Background: an optimization exercise with open tools, aiming at small area, a short achievable clock period and few clock cycles per item. Do not read the settings as production practice. No run shown here included a check of the RTL's function; only the layout flow was run.

==> flow/design.v, too long to show whole: its modules and the start of the top module <==
// module verilog_multiplier: 1389 lines
module verilog_multiplier(clk, rst, ready, op1, op2, res, done);
  // ...
==> flow/flow/run.sh <==
#!/bin/bash
# Own flow: the standard layout, except that synthesis runs Yosys's fine
# stage without its early "abc -fast", so that extract_fa finds the design's
# full adders as written (no inverter between adders). The standard synthesis
# runs first; its register names are given to the own netlist's registers,
# and the standard netlist is used as it is if the registers do not match.
set -uo pipefail
W=$(pwd)
R=$W/orfs/results/$FLOW_PLATFORM/verilog_multiplier/base
bash standard.sh synth > log_standard_synth.txt 2>&1 || exit 1
cp "$R/1_2_yosys.v" "$W/ref_1_2_yosys.v"
sed '1s/.*/proc synth {args} { if {[lsearch -glob $args "fine:*"] >= 0} { yosys synth -nofsm -noshare -noabc {*}$args } else { yosys synth -nofsm -noshare {*}$args } }/' synth_recipe.tcl > own_synth.tcl
sed "s|SYNTH_SCRIPT=[^ ]*|SYNTH_SCRIPT=$W/own_synth.tcl|" standard.sh > own_standard.sh
if bash own_standard.sh do-yosys > log_own_synth.txt 2>&1 \
   && python3 flow/rename.py "$W/ref_1_2_yosys.v" "$R/1_2_yosys.v" "$W/own_1_2_yosys.v" > log_rename.txt 2>&1; then
  cp "$W/own_1_2_yosys.v" "$R/1_2_yosys.v"
  echo "own synthesis used" >> log_rename.txt
else
  cp "$W/ref_1_2_yosys.v" "$R/1_2_yosys.v"
  echo "standard synthesis used" >> log_rename.txt
fi
rm -f "$R/1_synth.odb" "$R/1_synth.sdc"
bash standard.sh "BUFFER_PORTS_ARGS=-buffer_cell sky130_fd_sc_hd__buf_4" finish > log_standard_finish.txt 2>&1
==> flow/flow/rename.py <==
#!/usr/bin/env python3
# rename.py REF OWN OUT: make OWN's flip-flops match those of the standard
# synthesis REF: the same instance names and cell types (drive strength may
# differ). Registers are paired by the net their Q drives. Where the two
# syntheses inferred an enable differently, the register is rebuilt in REF's
# cell type with the same function: an enable flip-flop with its enable tied
# high, or a plain flip-flop behind a 2:1 multiplexer. Exits 1 if registers
# cannot be paired.
import re, sys

inst_re = re.compile(r'^(\s*)(sky130_fd_sc_hd__(\w+?)_(\d+))\s+(\\\S+\s|\w+)\s*\((.*?)\);', re.M | re.S)
pin_re = re.compile(r'\.(\w+)\(([^()]*)\)')

def is_ff(base):
    return base.startswith(("df", "edf", "sdf", "dl"))

def flops(text):
    out = {}
    for m in inst_re.finditer(text):
        base = m.group(3)
        if not is_ff(base):
            continue
        pins = {p: n.strip() for p, n in pin_re.findall(m.group(6))}
        q = pins.get("Q") or pins.get("Q_N")
        if q is None or q in out:
            sys.exit("cannot key register %s" % m.group(5))
        out[q] = (base, m.group(5).strip(), pins, m)
    return out

ref = open(sys.argv[1]).read()
own = open(sys.argv[2]).read()
fr, fo = flops(ref), flops(own)
if set(fr) != set(fo):
    sys.exit("register sets differ: %s" % sorted(set(fr) ^ set(fo))[:10])

def esc(name):
    return name + " " if name.startswith("\\") else name

edits = {}   # start offset -> (end offset, replacement)
extra = []
decl = []
need_one = False
renamed = converted = 0
for q, (rbase, rname, rpins, _) in fr.items():
    obase, oname, opins, m = fo[q]
    ind = m.group(1)
    if rbase == obase:
        if oname != rname:
            text = m.group(0)
            new = text.replace(m.group(5), esc(rname), 1)
            edits[m.start()] = (m.end(), new)
            renamed += 1
        continue
    pins = ", ".join(".%s(%s)" % (p, n) for p, n in opins.items())
    if rbase == "edfxtp" and obase == "dfxtp":
        new = "%ssky130_fd_sc_hd__edfxtp_1 %s (.CLK(%s), .D(%s), .DE(my_one), .Q(%s));" % (
            ind, esc(rname), esc(opins["CLK"]), esc(opins["D"]), esc(opins["Q"]))
        need_one = True
    elif rbase == "dfxtp" and obase == "edfxtp":
        mo = "my_mux_%d" % converted
        decl.append("  wire %s;" % mo)
        extra.append("  sky130_fd_sc_hd__mux2_1 %s_c (.A0(%s), .A1(%s), .S(%s), .X(%s));" % (
            mo, esc(opins["Q"]), esc(opins["D"]), esc(opins["DE"]), mo))
        new = "%ssky130_fd_sc_hd__dfxtp_1 %s (.CLK(%s), .D(%s), .Q(%s));" % (
            ind, esc(rname), esc(opins["CLK"]), mo, esc(opins["Q"]))
    else:
        sys.exit("cell type differs for %s: %s %s" % (q, rbase, obase))
    edits[m.start()] = (m.end(), new)
    converted += 1

out, pos = [], 0
for start in sorted(edits):
    end, new = edits[start]
    out.append(own[pos:start]); out.append(new); pos = end
out.append(own[pos:])
text = "".join(out)
if need_one:
    decl.append("  wire my_one, my_zero;")
    extra.append("  sky130_fd_sc_hd__conb_1 my_tie (.HI(my_one), .LO(my_zero));")
if extra:
    i = text.rindex("endmodule")
    text = text[:i] + "\n".join(extra) + "\n" + text[i:]
if decl:
    i = text.index("\n  wire ")
    text = text[:i + 1] + "\n".join(decl) + "\n" + text[i + 1:]
# the result must pair with REF exactly
f2 = flops(text)
for q, (rbase, rname, _, _) in fr.items():
    if q not in f2 or f2[q][0] != rbase or f2[q][1] != rname:
        sys.exit("pairing failed for %s" % q)
names = [m.group(5).strip() for m in inst_re.finditer(text)]
if len(names) != len(set(names)):
    sys.exit("name clash after renaming")
open(sys.argv[3], "w").write(text)
print("renamed %d, rebuilt %d of %d registers" % (renamed, converted, len(fr)))
==> flow/standard.sh <==
#!/bin/bash
# synth_recipe.tcl (not shown) runs the flow's synth.tcl, then flattens the netlist and writes it again
# the make line also repeats each setting of config.mk as NAME=value (left out here)
make -C /OpenROAD-flow-scripts/flow DESIGN_CONFIG=/design/flow/config.mk WORK_HOME=/design/flow/orfs CLKGATE_MAP_FILE= SYNTH_SCRIPT=/design/flow/synth_recipe.tcl "${@:-finish}"
==> flow/config.mk <==
export PLATFORM = sky130hd
export DESIGN_NAME = verilog_multiplier
export DESIGN_NICKNAME = verilog_multiplier
export VERILOG_FILES = /design/flow/design.v
export SDC_FILE = /design/flow/constraint.sdc
export NUM_CORES = 4
export LEC_CHECK = 0
export CAP_MARGIN = 20
export CORE_MARGIN = 2
export CORE_UTILIZATION = 60
export SETUP_SLACK_MARGIN = 2.0
export SLEW_MARGIN = 20
==> flow/constraint.sdc <==
create_clock -name core_clock -period 8.0 [get_ports {clk}]
set_input_delay 1.6000 -clock core_clock [delete_from_list [all_inputs] [get_ports {clk}]]
set_output_delay 1.6000 -clock core_clock [all_outputs]
set_load 0.01 [all_outputs]
==> reports/qor.txt, run 1 <==
Outcome - finished clean
Wire length on met1 - 30.2 mm
Largest class - multi-input combinational cells
Finish-stage setup viols - 0
Post-CTS sizing - 30
Slew headroom - 0.303
Worst Hold Class - flop to flop
Plain + repair buffers - 146
Met3 usage - 0.135
Register Area - 0.00256 mm^2
Gpl congestion - 0.993
R2r setup slk - 2.10 ns
Hold path startpoint - S[4]$_DFF_P_
Worst path slowest cell - fa_1
Share of Yosys cell area claimed by the top area cell type - 0.435
Fin. Hold Viols - 0
Number of I/O pins - 100
Maximum number of pins on one net before global-route repair - 41
Busiest grt layer - met2
Adder-cell share of the synthesized area - 0.496
Inverters excl. clock - 205
CP top delay family - adder cells
Regs by FF count - S: 48 flops, C: 31 flops, pay: 22 flops
Slew Limit Fails - 0
==> run 2: changes to the inputs <==
--- a/flow/config.mk
+++ b/flow/config.mk
@@ -10,3 +10,3 @@
 export CORE_UTILIZATION = 60
-export SETUP_SLACK_MARGIN = 2.0
+export SETUP_SLACK_MARGIN = 2.25
 export SLEW_MARGIN = 20
==> run 2 against run 1 <==
  * Synthesized cell count unchanged
  * Wire length up 1.4%
  * Flip-flop and latch count unchanged
  * Non-clock buffer count up 40
  * Cell count up 1.7%
  * Design area up 3.1%
  * Utilization up 2.0 points
  * Clock skew up 0.00082 ns
  * Count of clock-buffer cells in the layout down 3
  * Critical endpoint is now S[25]$_DFF_P_
==> reports/qor.txt, run 2 <==
Yosys Warn Count - 1 (unchanged)
Most frequent cells in the layout - nand2_1, fa_1, inv_1, buf_4, ha_1 (unchanged)
Worst Hold Class - flop to flop (unchanged)
Worst setup path start - op2[10] (was op2[19])
TNS Setup - 0 ns (unchanged)
Finish-stage setup viols - 0 (unchanged)
Yosys top cell by area - fa_1 (unchanged)
Post-Synthesis Cell Area - 0.0227 mm^2 (unchanged)
Total die area - 0.0394 mm^2 (unchanged)
Yosys reg bits - 120 (unchanged)
H-tree Lvls - 4 (unchanged)
Routed via count - 19,000 (was 18,800)
Layout Cells excl Fill - 2,957 (was 2,907)
Worst path most repeated cell - fa_2 (was fa_1)
Final Util - 0.673 (was 0.653)
Core area - 0.0375 mm^2 (unchanged)
WL final - 80.1 mm (was 79.0 mm)
CP Max Fanout - 26 (was 13)
Initial Util - 0.605 (unchanged)
Syn_area_per_cell - 9.44 um^2 (unchanged)
DR WL/cell - 27.1 um (was 27.2 um)
Least-Margin Pin Slew - 0.924 ns (was 1.04 ns)
Syn_nets - 3,075 (unchanged)
Final Skew - 0.0124 ns (was 0.0115 ns)
Synth Flop Type - dfxtp_1 (unchanged)
Max reg flops - 48 (unchanged)
DRT antenna net count - 0 (unchanged)
Top reg by flops - S (unchanged)
Total GRT Usage - 0.417 (was 0.420)
Grt ovf - 0 (unchanged)
Post-synth EDFFs - 14 (unchanged)
Nets@finish - 3,103 (was 3,056)
CTS Buf Count - 17 (unchanged)
RSZ-0062 raised after global routing - false (was true)
Hpwl dp - 57.4 mm (was 58.2 mm)
WP data arrival - 6.05 ns (was 6.28 ns)
Worst endpoint required time - 8.32 ns (was 8.31 ns)
Clk pin slew, worst setup/hold paths - 0.06 ns (about the same)
Min Tclk post-route - 5.74 ns (was 5.97 ns)
Maximum number of pins on one net before global-route repair - 50 (was 41)
Maxcap violations - 0 (unchanged)
Share of cells above drive strength 1 - 0.173 (was 0.117)
Global-route wire length before repair - 119 mm (was 120 mm)
Number of I/O pins - 100 (unchanged)
Root Driver - clkbuf_16 (unchanged)
Later-pin clock latency in the skew report - 0.44 ns (about the same)
Hold path startpoint - S[0]$_DFF_P_ (was S[4]$_DFF_P_)
CP Cell Sequence - buf_4 -> nand2_1 -> fa_2 -> fa_2 -> fa_1 -> fa_2 -> fa_2 -> fa_2 -> fa_1 -> inv_1 -> ha_1 -> a221o_1 (was buf_4 -> and2_1 -> buf_4 -> nand2_1 -> fa_1 -> fa_1 -> fa_1 -> fa_1 -> fa_1 -> fa_1 -> inv_1 -> ha_1 -> a221o_1)
CTS Hold Buffers Added - 0 (unchanged)
Initial antenna violation count - 2 (was 0)
DRC - 0 (unchanged)
Post-route clock period utilization - 0.717 (was 0.747)
# rows - 71 (unchanged)
Startpoint types - input port (unchanged)
Highest Clock Rate - 0.174 GHz (was 0.167 GHz)
CTS tree - done (unchanged)
First-pass DRT Iterations - 8 (was 6)
Worst reg2reg startpoint - st[1]$_DFFE_PP0P_ (was st[0]$_DFFE_PP0P_)
Outcome - finished clean (unchanged)
Area contributors post-synth - fa_1, nand2_1, dfxtp_1, ha_1, inv_1 (unchanged)
Fin. Hold Viols - 0 (unchanged)
IO Port Bufs - 99 (unchanged)
Share of Yosys cell area claimed by the top area cell type - 0.435 (unchanged)
Asr flop ratio synth - 0.0333 (unchanged)
Die W - 198 um (unchanged)
Synth cell count leaders - nand2_1, fa_1, inv_1 (unchanged)
Worst setup EP type - flop (unchanged)
Post-Place Cell Area - 0.0238 mm^2 (was 0.0237 mm^2)
Slew Limit Fails - 0 (unchanged)
Final Cell Area - 0.0252 mm^2 (was 0.0245 mm^2)
Fill cell count - 3,116 (was 3,141)
Synth unique cells - 76 (unchanged)
Vias per inst - 6.43 (was 6.47)
Vias in the first global route - 19,400 (was 19,600)
Clk sinks - 120 (unchanged)
Seq/Total Area, Yosys - 0.113 (unchanged)
Gpl congestion - 0.970 (was 0.993)
Commonest non-fill, non-tap cell in the layout - nand2_1 (unchanged)
Worst path slowest cell - fa_1 (unchanged)
Slew headroom - 0.380 (was 0.303)
Top-count cell post-synth - nand2_1 (unchanged)
Regs by FF count - S: 48 flops, C: 31 flops, pay: 22 flops (unchanged)
Maximum clock path buffer count - 2 (unchanged)
Placed Cells - 2,865 (was 2,868)
Crit path kind - input port to flop (unchanged)
CP peak stage delay - 0.56 ns (was 0.53 ns)
Post-Synthesis Cells - 2,404 (unchanged)
Height of the die - 198 um (unchanged)
Detailed router's first-iteration violation count - 1,953 (was 2,072)
P&R area growth vs syn - 11.2% (was 7.83%)
[run 2: cell types whose count changed in the layout (fill, tap and decap cells not counted), sizes merged]
cell      delta
clkinvlp     +2
buf         +39
clkinv       -1
bufinv       -1
clkbuf       -2
and2         +7
inv          +5
diode        +1
[run 2: path summary, 6_finish.rpt]
check / slack, ns / end / cells past startpoint
worst min-delay path: 0.49 / S[1]$_DFF_P_ / 1
worst min register to register: 0.49 / S[1]$_DFF_P_ / 1
worst max register to register: 2.39 / S[26]$_DFF_P_ / 16
max in group asynchronous: 6.73 / rndr$_DFF_PP1_ / 2
worst max-delay path: 2.26 / S[25]$_DFF_P_ / 12
min in group asynchronous: 1.04 / st[0]$_DFFE_PP0P_ / 2
[run 2: cell type report]
type / count / area, um^2 / share of cell area
Clock inverter: 13 / 118 / 0.00466
Multi-Input combinational cell: 1902 / 19100 / 0.757
Antenna cell: 1 / 2.50 / 0.0000992
Clock buffer: 19 / 453 / 0.0180
Inverter: 205 / 769 / 0.0305
Sequential cell: 120 / 2560 / 0.102
Timing Repair Buffer: 186 / 1590 / 0.0630
Tap cell: 511 / 639 / 0.0253
[run 2: timing repair]
item / in CTS / in global routing
setup buffers: 24 / 27
cloned: 2 / 6
gates resized for setup: 69 / 64
setup endpoints to repair: 56 / 35
pin swaps: 7 / 18
[run 2: critical path, delay by kind of cell]
family                     cells  cell delay [ns]
and+or+nand+nor                1             0.18
AOI/OAI and AO/OA              1             0.27
buffers and inverters          2             0.50
adders and majority gates      8             3.45
[run 2: routing by layer]
| layer | global-route usage | part of all wire | up-vias |
|---|---|---|---|
| li1 | - | - | 7836 |
| met1 | 0.558 | 0.38 | 9608 |
| met2 | 0.634 | 0.44 | 1321 |
| met3 | 0.133 | 0.13 | 235 |
| met4 | 0.168 | 0.045 | 2 |
| met5 | 0 | 0.00016 | - |
[run 2: cells by family after synthesis]
family | synth area share
buffers and inverters | 0.0671
xor gates and xnor gates | 0.0305
AOI/OAI and AO/OA | 0.0965
DFF | 0.113
muxes | 0.0355
and+or+nand+nor | 0.161
adders and majority gates | 0.496
[run 2: metrics by stage]
| step | hold WS (ns) | worst slack, ns |
|---|---|---|
| final | 0.493 | 2.26 |
| after CTS | 0.497 | 2.25 |
| after floorplan | 0.456 | 2.11 |
| after detailed placement | 0.478 | 1.09 |
| after global routing | 0.525 | 2.24 |
| after global placement | 0.462 | 1.12 |

[separate check: timing with driven ports]
The results above use ideal ports. As a check the final layouts listed here were re-extracted and re-timed, cells and wires unchanged. Step 1, drivers: a clkbuf_16 drives clk and a buf_2 each remaining input, both assumed. Step 2 moves the port delays by t, midway between the first and last clock arrival at a register: inputs arrive t later, outputs are due t later. That takes back most of the time a late clock gives input paths. a / b / c = ideal ports / drivers / drivers and shift; a / b = the first two.
run | shift t [ns] | setup slack, ns | latest minus earliest clock arrival (ns) | slew at the worst register clock pin (ns)
run 1 | 0.482 | 2.027 / 2.047 / 1.564 | 0.012 / 0.011 | 0.06 / 0.06
run 2 | 0.490 | 2.264 / 2.231 / 1.741 | 0.012 / 0.012 | 0.06 / 0.06
After both steps every run listed still meets setup and hold. For run 2, which loses most, drivers alone change the setup slack by -0.033 ns; drivers and shift together by -0.523 ns.
